What follows belongs to an exercise in optimizing a design on an open flow for small area, a short achievable clock period and few clock cycles per item; a production flow would make more cautious choices.
Where RTL was checked, it was by simulation tests only, not by an equivalence proof against the original.

==> inputs of 06-24 <==
Design led_serial, start of the top module:
module led_serial
   (
    clk,
    reset,
    keyi,
    datai,
    dataq,
    start,
    done);
==> module led_serial, before the edit <==
module led_serial
   (
    clk,
    reset,
    keyi,
    datai,
    dataq,
    start,
    done);
   input          clk;
   input          reset;
   input  [127:0] keyi;
   input  [63:0]  datai;
   output [63:0]  dataq;
   input          start;
   output         done;
   reg  [63:0] state;
   reg  [5:0]  rc;      
   reg  [1:0]  cnt;     
   reg         ksel;    
   reg         busy;
   wire last = (rc == 6'h09);
   function automatic [3:0] x2;
      input [3:0] d;
      x2 = {d[2], d[1], d[3] ^ d[0], d[3]};
   endfunction
   function automatic [15:0] mcol;
      input [15:0] c;
      reg [3:0] c0, c1, c2, c3, n;
      integer j;
      begin
         c0 = c[15:12]; c1 = c[11:8]; c2 = c[7:4]; c3 = c[3:0];
         for (j = 0; j < 4; j = j + 1) begin
            n = x2(x2(c0)) ^ c1 ^ x2(c2 ^ c3);
            c0 = c1; c1 = c2; c2 = c3; c3 = n;
         end
         mcol = {c0, c1, c2, c3};
      end
   endfunction
   wire [63:0] s;
   wire [63:0] t;
   genvar i, r, c;
   generate
      for (i = 0; i < 16; i = i + 1) begin : g_sb
         led_sbox u_sb (.x(state[63-4*i -: 4]), .y(s[63-4*i -: 4]));
      end
      for (r = 0; r < 4; r = r + 1) begin : g_sr_r
         for (c = 0; c < 4; c = c + 1) begin : g_sr_c
            assign t[63-4*(r*4+c) -: 4] = s[63-4*(r*4 + (c+r)%4) -: 4];
         end
      end
   endgenerate
   wire [63:0] mc;
   generate
      for (c = 0; c < 4; c = c + 1) begin : g_mc
         wire [15:0] o = mcol({t[63-4*c -: 4], t[63-4*(4+c) -: 4],
                               t[63-4*(8+c) -: 4], t[63-4*(12+c) -: 4]});
         assign mc[63-4*c -: 4]      = o[15:12];
         assign mc[63-4*(4+c) -: 4]  = o[11:8];
         assign mc[63-4*(8+c) -: 4]  = o[7:4];
         assign mc[63-4*(12+c) -: 4] = o[3:0];
      end
   endgenerate
   wire       step_end = (cnt == 2'd3);
   wire       use_k1 = ~busy | (step_end & ~ksel);
   wire       use_k2 = busy & step_end & ksel;
   wire [5:0] rca = busy ? rc : 6'h01;
   wire       addc = ~(busy & last);
   wire [63:0] cmask = addc ? {4'h8, 1'b0, rca[5:3], 8'h0,
                                4'h9, 1'b0, rca[2:0], 8'h0,
                                4'h2, 1'b0, rca[5:3], 8'h0,
                                4'h3, 1'b0, rca[2:0], 8'h0} : 64'h0;
   wire [63:0] mask = ({64{use_k1}} & keyi[127:64]) | ({64{use_k2}} & keyi[63:0]);
   wire [63:0] state_next = (busy ? mc : datai) ^ mask ^ cmask;
   always @(posedge clk)
     if (busy | start)
       state <= state_next;
   always @(posedge clk)
     if (start & ~busy) begin
        rc   <= 6'h03;
        cnt  <= 2'd0;
        ksel <= 1'b1;
     end else begin
        rc   <= {rc[4:0], rc[5] ^ rc[4] ^ 1'b1};
        cnt  <= cnt + 2'd1;
        if (step_end) ksel <= ~ksel;
     end
   always @(posedge clk, posedge reset)
     if (reset)
       busy <= 1'b0;
     else if (busy)
       busy <= ~last;
     else
       busy <= start;
   assign done  = ~busy;
   assign dataq = state;
endmodule
make LEC_CHECK=0 CAP_MARGIN=20 CORE_MARGIN=2 CORE_UTILIZATION=40 PLACE_DENSITY=0.6 SLEW_MARGIN=20 finish   # period 10.0 ns
run.sh (not shown) runs the stock make flow with config.mk's settings and CLKGATE_MAP_FILE= SYNTH_SCRIPT=/design/flow/synth_recipe.tcl, a recipe that flattens the netlist after the stock synthesis.
==> 08-21 (differences from 06-24) <==
--- a/flow/design.v
+++ b/flow/design.v
@@ -19,24 +19,8 @@
    reg  [1:0]  cnt;     
    reg         ksel;    
    reg         busy;
+   reg         done_r;  
    wire last = (rc == 6'h09);
-   function automatic [3:0] x2;
-      input [3:0] d;
-      x2 = {d[2], d[1], d[3] ^ d[0], d[3]};
-   endfunction
-   function automatic [15:0] mcol;
-      input [15:0] c;
-      reg [3:0] c0, c1, c2, c3, n;
-      integer j;
-      begin
-         c0 = c[15:12]; c1 = c[11:8]; c2 = c[7:4]; c3 = c[3:0];
-         for (j = 0; j < 4; j = j + 1) begin
-            n = x2(x2(c0)) ^ c1 ^ x2(c2 ^ c3);
-            c0 = c1; c1 = c2; c2 = c3; c3 = n;
-         end
-         mcol = {c0, c1, c2, c3};
-      end
-   endfunction
    wire [63:0] s;
    wire [63:0] t;
    genvar i, r, c;
@@ -53,8 +37,9 @@
    wire [63:0] mc;
    generate
       for (c = 0; c < 4; c = c + 1) begin : g_mc
-         wire [15:0] o = mcol({t[63-4*c -: 4], t[63-4*(4+c) -: 4],
-                               t[63-4*(8+c) -: 4], t[63-4*(12+c) -: 4]});
+         wire [15:0] o;
+         led_mcol u_mc (.i({t[63-4*c -: 4], t[63-4*(4+c) -: 4],
+                            t[63-4*(8+c) -: 4], t[63-4*(12+c) -: 4]}), .o(o));
          assign mc[63-4*c -: 4]      = o[15:12];
          assign mc[63-4*(4+c) -: 4]  = o[11:8];
          assign mc[63-4*(8+c) -: 4]  = o[7:4];
@@ -85,14 +70,16 @@
         cnt  <= cnt + 2'd1;
         if (step_end) ksel <= ~ksel;
      end
+   wire busy_next = busy ? ~last : start;
    always @(posedge clk, posedge reset)
-     if (reset)
-       busy <= 1'b0;
-     else if (busy)
-       busy <= ~last;
-     else
-       busy <= start;
-   assign done  = ~busy;
+     if (reset) begin
+        busy   <= 1'b0;
+        done_r <= 1'b1;
+     end else begin
+        busy   <= busy_next;
+        done_r <= ~busy_next;
+     end
+   assign done  = done_r;
    assign dataq = state;
 endmodule
 module led_sbox (x, y);
@@ -110,3 +97,80 @@
    assign y[2] = ((b | ~e) & ~(b & ~x[1])) ^ x[2];
    assign y[3] = ~((f & b) | g);
 endmodule
+module led_mcol (i, o);
+   input  [15:0] i;
+   output [15:0] o;
+   wire x0 = i[15] ^ i[7];
+   wire x1 = i[10] ^ i[5];
+   wire x2 = i[4] ^ i[3];
+   wire x3 = i[9] ^ x0;
+   wire x4 = i[6] ^ i[2];
+   wire x5 = i[11] ^ i[0];
+   wire x6 = i[14] ^ i[8];
+   wire x7 = i[12] ^ i[1];
+   wire x8 = x1 ^ x7;
+   wire x9 = i[13] ^ x4;
+   wire x10 = i[6] ^ x5;
+   wire x11 = i[1] ^ x2;
+   wire x12 = i[7] ^ x6;
+   wire x13 = i[12] ^ i[4];
+   wire x14 = i[14] ^ i[0];
+   wire x15 = x3 ^ x8;
+   wire x16 = i[5] ^ x11;
+   wire x17 = x3 ^ x6;
+   wire x18 = i[11] ^ x9;
+   wire x19 = i[13] ^ i[9];
+   wire x20 = i[9] ^ i[10];
+   wire x21 = i[13] ^ i[6];
+   wire x22 = i[12] ^ i[2];
+   wire x23 = i[8] ^ i[3];
+   wire x24 = i[15] ^ i[8];
+   wire x25 = x4 ^ x14;
+   wire x26 = x1 ^ x23;
+   wire x27 = x2 ^ x5;
+   wire x28 = x4 ^ x13;
+   wire x29 = i[13] ^ x5;
+   wire x30 = x13 ^ x20;
+   wire x31 = x2 ^ x14;
+   wire x32 = x22 ^ x24;
+   wire x33 = i[10] ^ x2;
+   wire x34 = i[0] ^ x1;
+   wire x35 = i[4] ^ x1;
+   wire x36 = x10 ^ x30;
+   wire x37 = x3 ^ x31;
+   wire x38 = x0 ^ x10;
+   wire x39 = i[3] ^ x12;
+   wire x40 = i[5] ^ x28;
+   wire x41 = x12 ^ x34;
+   wire x42 = x27 ^ x32;
+   wire x43 = i[15] ^ x8;
+   wire x44 = x21 ^ x26;
+   wire x45 = x10 ^ x11;
+   wire x46 = x25 ^ x35;
+   wire x47 = x16 ^ x19;
+   wire x48 = x9 ^ x41;
+   wire x49 = x18 ^ x33;
+   wire x50 = x17 ^ x40;
+   wire x51 = x16 ^ x38;
+   wire x52 = i[2] ^ x15;
+   wire x53 = x15 ^ x29;
+   wire x54 = x12 ^ x36;
+   wire x55 = x3 ^ x44;
+   wire x56 = x17 ^ x45;
+   assign o[12] = x39;
+   assign o[13] = x37;
+   assign o[14] = x43;
+   assign o[15] = x18;
+   assign o[8] = x49;
+   assign o[9] = x48;
+   assign o[10] = x56;
+   assign o[11] = x52;
+   assign o[4] = x53;
+   assign o[5] = x50;
+   assign o[6] = x55;
+   assign o[7] = x54;
+   assign o[0] = x51;
+   assign o[1] = x42;
+   assign o[2] = x47;
+   assign o[3] = x46;
+endmodule
==> flow/flow/run.sh (new file) <==
#!/bin/bash
# Layout flow: the standard flow, with two changes.
#  1. Synthesis maps the logic with the ABC script flow/abc.script in place of
#     ORFS's abc_speed.script (same Yosys script, registers untouched).
#  2. The ports are buffered by the smallest buffer, sky130_fd_sc_hd__buf_1,
#     instead of the one buffer_ports picks by default.
set -euo pipefail
here=$(pwd)
rm -rf "$here/scripts_abc"
cp -r "$FLOW_HOME/scripts" "$here/scripts_abc"
cp "$here/flow/abc.script" "$here/scripts_abc/abc_speed.script"
bash standard.sh "SCRIPTS_DIR=$here/scripts_abc" synth > synth.log 2>&1
bash standard.sh "BUFFER_PORTS_ARGS=-buffer_cell sky130_fd_sc_hd__buf_1" finish > layout.log 2>&1
==> flow/flow/abc.script (new file) <==
&get -n
&st
&syn2
&dch
&nf
&put
==> flow/standard.sh (new file) <==
#!/bin/bash
# synth_recipe.tcl (not shown) runs the flow's synth.tcl, then flattens the netlist and writes it again
# the make line also repeats each setting of config.mk as NAME=value (left out here)
make -C /OpenROAD-flow-scripts/flow DESIGN_CONFIG=/design/flow/config.mk WORK_HOME=/design/flow/orfs CLKGATE_MAP_FILE= SYNTH_SCRIPT=/design/flow/synth_recipe.tcl "${@:-finish}"
removed: flow/run.sh
==> 02-02 (differences from 06-24) <==
--- a/flow/design.v
+++ b/flow/design.v
@@ -19,24 +19,8 @@
    reg  [1:0]  cnt;     
    reg         ksel;    
    reg         busy;
+   reg         done_r;  
    wire last = (rc == 6'h09);
-   function automatic [3:0] x2;
-      input [3:0] d;
-      x2 = {d[2], d[1], d[3] ^ d[0], d[3]};
-   endfunction
-   function automatic [15:0] mcol;
-      input [15:0] c;
-      reg [3:0] c0, c1, c2, c3, n;
-      integer j;
-      begin
-         c0 = c[15:12]; c1 = c[11:8]; c2 = c[7:4]; c3 = c[3:0];
-         for (j = 0; j < 4; j = j + 1) begin
-            n = x2(x2(c0)) ^ c1 ^ x2(c2 ^ c3);
-            c0 = c1; c1 = c2; c2 = c3; c3 = n;
-         end
-         mcol = {c0, c1, c2, c3};
-      end
-   endfunction
    wire [63:0] s;
    wire [63:0] t;
    genvar i, r, c;
@@ -53,8 +37,9 @@
    wire [63:0] mc;
    generate
       for (c = 0; c < 4; c = c + 1) begin : g_mc
-         wire [15:0] o = mcol({t[63-4*c -: 4], t[63-4*(4+c) -: 4],
-                               t[63-4*(8+c) -: 4], t[63-4*(12+c) -: 4]});
+         wire [15:0] o;
+         led_mcol u_mc (.i({t[63-4*c -: 4], t[63-4*(4+c) -: 4],
+                            t[63-4*(8+c) -: 4], t[63-4*(12+c) -: 4]}), .o(o));
          assign mc[63-4*c -: 4]      = o[15:12];
          assign mc[63-4*(4+c) -: 4]  = o[11:8];
          assign mc[63-4*(8+c) -: 4]  = o[7:4];
@@ -85,14 +70,16 @@
         cnt  <= cnt + 2'd1;
         if (step_end) ksel <= ~ksel;
      end
+   wire busy_next = busy ? ~last : start;
    always @(posedge clk, posedge reset)
-     if (reset)
-       busy <= 1'b0;
-     else if (busy)
-       busy <= ~last;
-     else
-       busy <= start;
-   assign done  = ~busy;
+     if (reset) begin
+        busy   <= 1'b0;
+        done_r <= 1'b1;
+     end else begin
+        busy   <= busy_next;
+        done_r <= ~busy_next;
+     end
+   assign done  = done_r;
    assign dataq = state;
 endmodule
 module led_sbox (x, y);
@@ -110,3 +97,80 @@
    assign y[2] = ((b | ~e) & ~(b & ~x[1])) ^ x[2];
    assign y[3] = ~((f & b) | g);
 endmodule
+module led_mcol (i, o);
+   input  [15:0] i;
+   output [15:0] o;
+   wire x0 = i[15] ^ i[7];
+   wire x1 = i[10] ^ i[5];
+   wire x2 = i[4] ^ i[3];
+   wire x3 = i[9] ^ x0;
+   wire x4 = i[6] ^ i[2];
+   wire x5 = i[11] ^ i[0];
+   wire x6 = i[14] ^ i[8];
+   wire x7 = i[12] ^ i[1];
+   wire x8 = x1 ^ x7;
+   wire x9 = i[13] ^ x4;
+   wire x10 = i[6] ^ x5;
+   wire x11 = i[1] ^ x2;
+   wire x12 = i[7] ^ x6;
+   wire x13 = i[12] ^ i[4];
+   wire x14 = i[14] ^ i[0];
+   wire x15 = x3 ^ x8;
+   wire x16 = i[5] ^ x11;
+   wire x17 = x3 ^ x6;
+   wire x18 = i[11] ^ x9;
+   wire x19 = i[13] ^ i[9];
+   wire x20 = i[9] ^ i[10];
+   wire x21 = i[13] ^ i[6];
+   wire x22 = i[12] ^ i[2];
+   wire x23 = i[8] ^ i[3];
+   wire x24 = i[15] ^ i[8];
+   wire x25 = x4 ^ x14;
+   wire x26 = x1 ^ x23;
+   wire x27 = x2 ^ x5;
+   wire x28 = x4 ^ x13;
+   wire x29 = i[13] ^ x5;
+   wire x30 = x13 ^ x20;
+   wire x31 = x2 ^ x14;
+   wire x32 = x22 ^ x24;
+   wire x33 = i[10] ^ x2;
+   wire x34 = i[0] ^ x1;
+   wire x35 = i[4] ^ x1;
+   wire x36 = x10 ^ x30;
+   wire x37 = x3 ^ x31;
+   wire x38 = x0 ^ x10;
+   wire x39 = i[3] ^ x12;
+   wire x40 = i[5] ^ x28;
+   wire x41 = x12 ^ x34;
+   wire x42 = x27 ^ x32;
+   wire x43 = i[15] ^ x8;
+   wire x44 = x21 ^ x26;
+   wire x45 = x10 ^ x11;
+   wire x46 = x25 ^ x35;
+   wire x47 = x16 ^ x19;
+   wire x48 = x9 ^ x41;
+   wire x49 = x18 ^ x33;
+   wire x50 = x17 ^ x40;
+   wire x51 = x16 ^ x38;
+   wire x52 = i[2] ^ x15;
+   wire x53 = x15 ^ x29;
+   wire x54 = x12 ^ x36;
+   wire x55 = x3 ^ x44;
+   wire x56 = x17 ^ x45;
+   assign o[12] = x39;
+   assign o[13] = x37;
+   assign o[14] = x43;
+   assign o[15] = x18;
+   assign o[8] = x49;
+   assign o[9] = x48;
+   assign o[10] = x56;
+   assign o[11] = x52;
+   assign o[4] = x53;
+   assign o[5] = x50;
+   assign o[6] = x55;
+   assign o[7] = x54;
+   assign o[0] = x51;
+   assign o[1] = x42;
+   assign o[2] = x47;
+   assign o[3] = x46;
+endmodule
==> flow/flow/run.sh (new file) <==
#!/bin/bash
# Layout flow: the standard flow, with two changes.
#  1. Synthesis maps the logic with the ABC script flow/abc.script in place of
#     ORFS's abc_speed.script (same Yosys script, registers untouched).
#  2. The ports are buffered by the smallest buffer, sky130_fd_sc_hd__buf_1,
#     instead of the one buffer_ports picks by default.
set -euo pipefail
here=$(pwd)
rm -rf "$here/scripts_abc"
cp -r "$FLOW_HOME/scripts" "$here/scripts_abc"
cp "$here/flow/abc.script" "$here/scripts_abc/abc_speed.script"
bash standard.sh "SCRIPTS_DIR=$here/scripts_abc" synth > synth.log 2>&1
bash standard.sh "BUFFER_PORTS_ARGS=-buffer_cell sky130_fd_sc_hd__buf_1" finish > layout.log 2>&1
==> flow/flow/abc.script (new file) <==
&get -n
&st
&deepsyn -T 60
&dch
&nf -R 20
&put
==> flow/standard.sh (new file) <==
#!/bin/bash
# synth_recipe.tcl (not shown) runs the flow's synth.tcl, then flattens the netlist and writes it again
# the make line also repeats each setting of config.mk as NAME=value (left out here)
make -C /OpenROAD-flow-scripts/flow DESIGN_CONFIG=/design/flow/config.mk WORK_HOME=/design/flow/orfs CLKGATE_MAP_FILE= SYNTH_SCRIPT=/design/flow/synth_recipe.tcl "${@:-finish}"
Settings changed: CORE_UTILIZATION 40 to 60, CTS_BUF_LIST set to sky130_fd_sc_hd__clkbuf_8, PLACE_DENSITY 0.6 to 0.8.
removed: flow/run.sh
==> flow_summary.ini <==
[final_layout]
num-nets-final = 1349
finish.cell_count_without_fillers = 1406
most_common_cell_after_layout_fill_and_taps_aside = sky130_fd_sc_hd__buf_1

[run_status]
outcome = timing/DRC/antenna clean

[critical_path]
worstSetupEndpointType = register
worst-endpoint-required_ns = 10.15
critical_path.reg2reg.startpoint = state[16]
worst_setup_path_endpoint = state[26]

[cts]
clock_tree.root_cell = sky130_fd_sc_hd__clkbuf_16
The numbers above come from 08-21.

==> flow_summary.ini <==
[run_status]
outcome = timing/DRC/antenna clean

[critical_path]
critical_path.reg2reg.startpoint = state[13]
worst-endpoint-required_ns = 10.11
worstSetupEndpointType = register
worst_setup_path_endpoint = state[10]

[final_layout]
finish.cell_count_without_fillers = 1277
The numbers above come from 02-02.

==> flow_summary.ini <==
[critical_path]
worst-endpoint-required_ns = 8.00
worstSetupEndpointType = output pin
worst_setup_path_endpoint = done

[placement]
dp_cells = 1448

[synthesis]
synthXorXnorAreaFrac_pct = 35.1

[run_status]
outcome = timing/DRC/antenna clean

[final_layout]
finish.cell_count_without_fillers = 1465

[power]
The numbers above come from 06-24.

Testbench counts of 08-21, summed over its fixed seeds: cycles 2,352, items 48.
Testbench counts of 02-02, summed over its fixed seeds: cycles 2,352, items 48.
The RTL of 06-24 was laid out without a check of its function.

==> port drivers added, routing unchanged <==
In the flow no input, the clock included, has a driving cell. The finished layouts below were timed again as built, in two steps.
Step 1 (the two cells are an assumption about what drives the block):
set clk [get_ports {clk}]
set_driving_cell -lib_cell sky130_fd_sc_hd__clkbuf_16 $clk
set_driving_cell -lib_cell sky130_fd_sc_hd__buf_2 [delete_from_list [all_inputs] $clk]
Step 2, shift: input delay + t, output delay - t, t = (earliest + latest rising clock arrival at the registers) / 2. This alone moves slack from input paths to output paths.
Slacks: ideal ports / drivers / drivers and shift; pairs: ideal ports / drivers.
| run | shift t [ns] | slack for setup (ns) | slew at the worst register clock pin (ns) |
|---|---|---|---|
| 06-24 | 0.396 | 5.773 / 5.727 / 6.122 | 0.07 / 0.07 |
| 08-21 | 0.389 | 6.857 / 6.822 / 6.707 | 0.07 / 0.07 |
| 02-02 | 0.392 | 6.822 / 6.822 / 6.751 | 0.08 / 0.08 |
After both steps every run listed still meets setup and hold. For 08-21, which loses most, drivers alone change the setup slack by -0.035 ns; drivers and shift together by -0.150 ns.
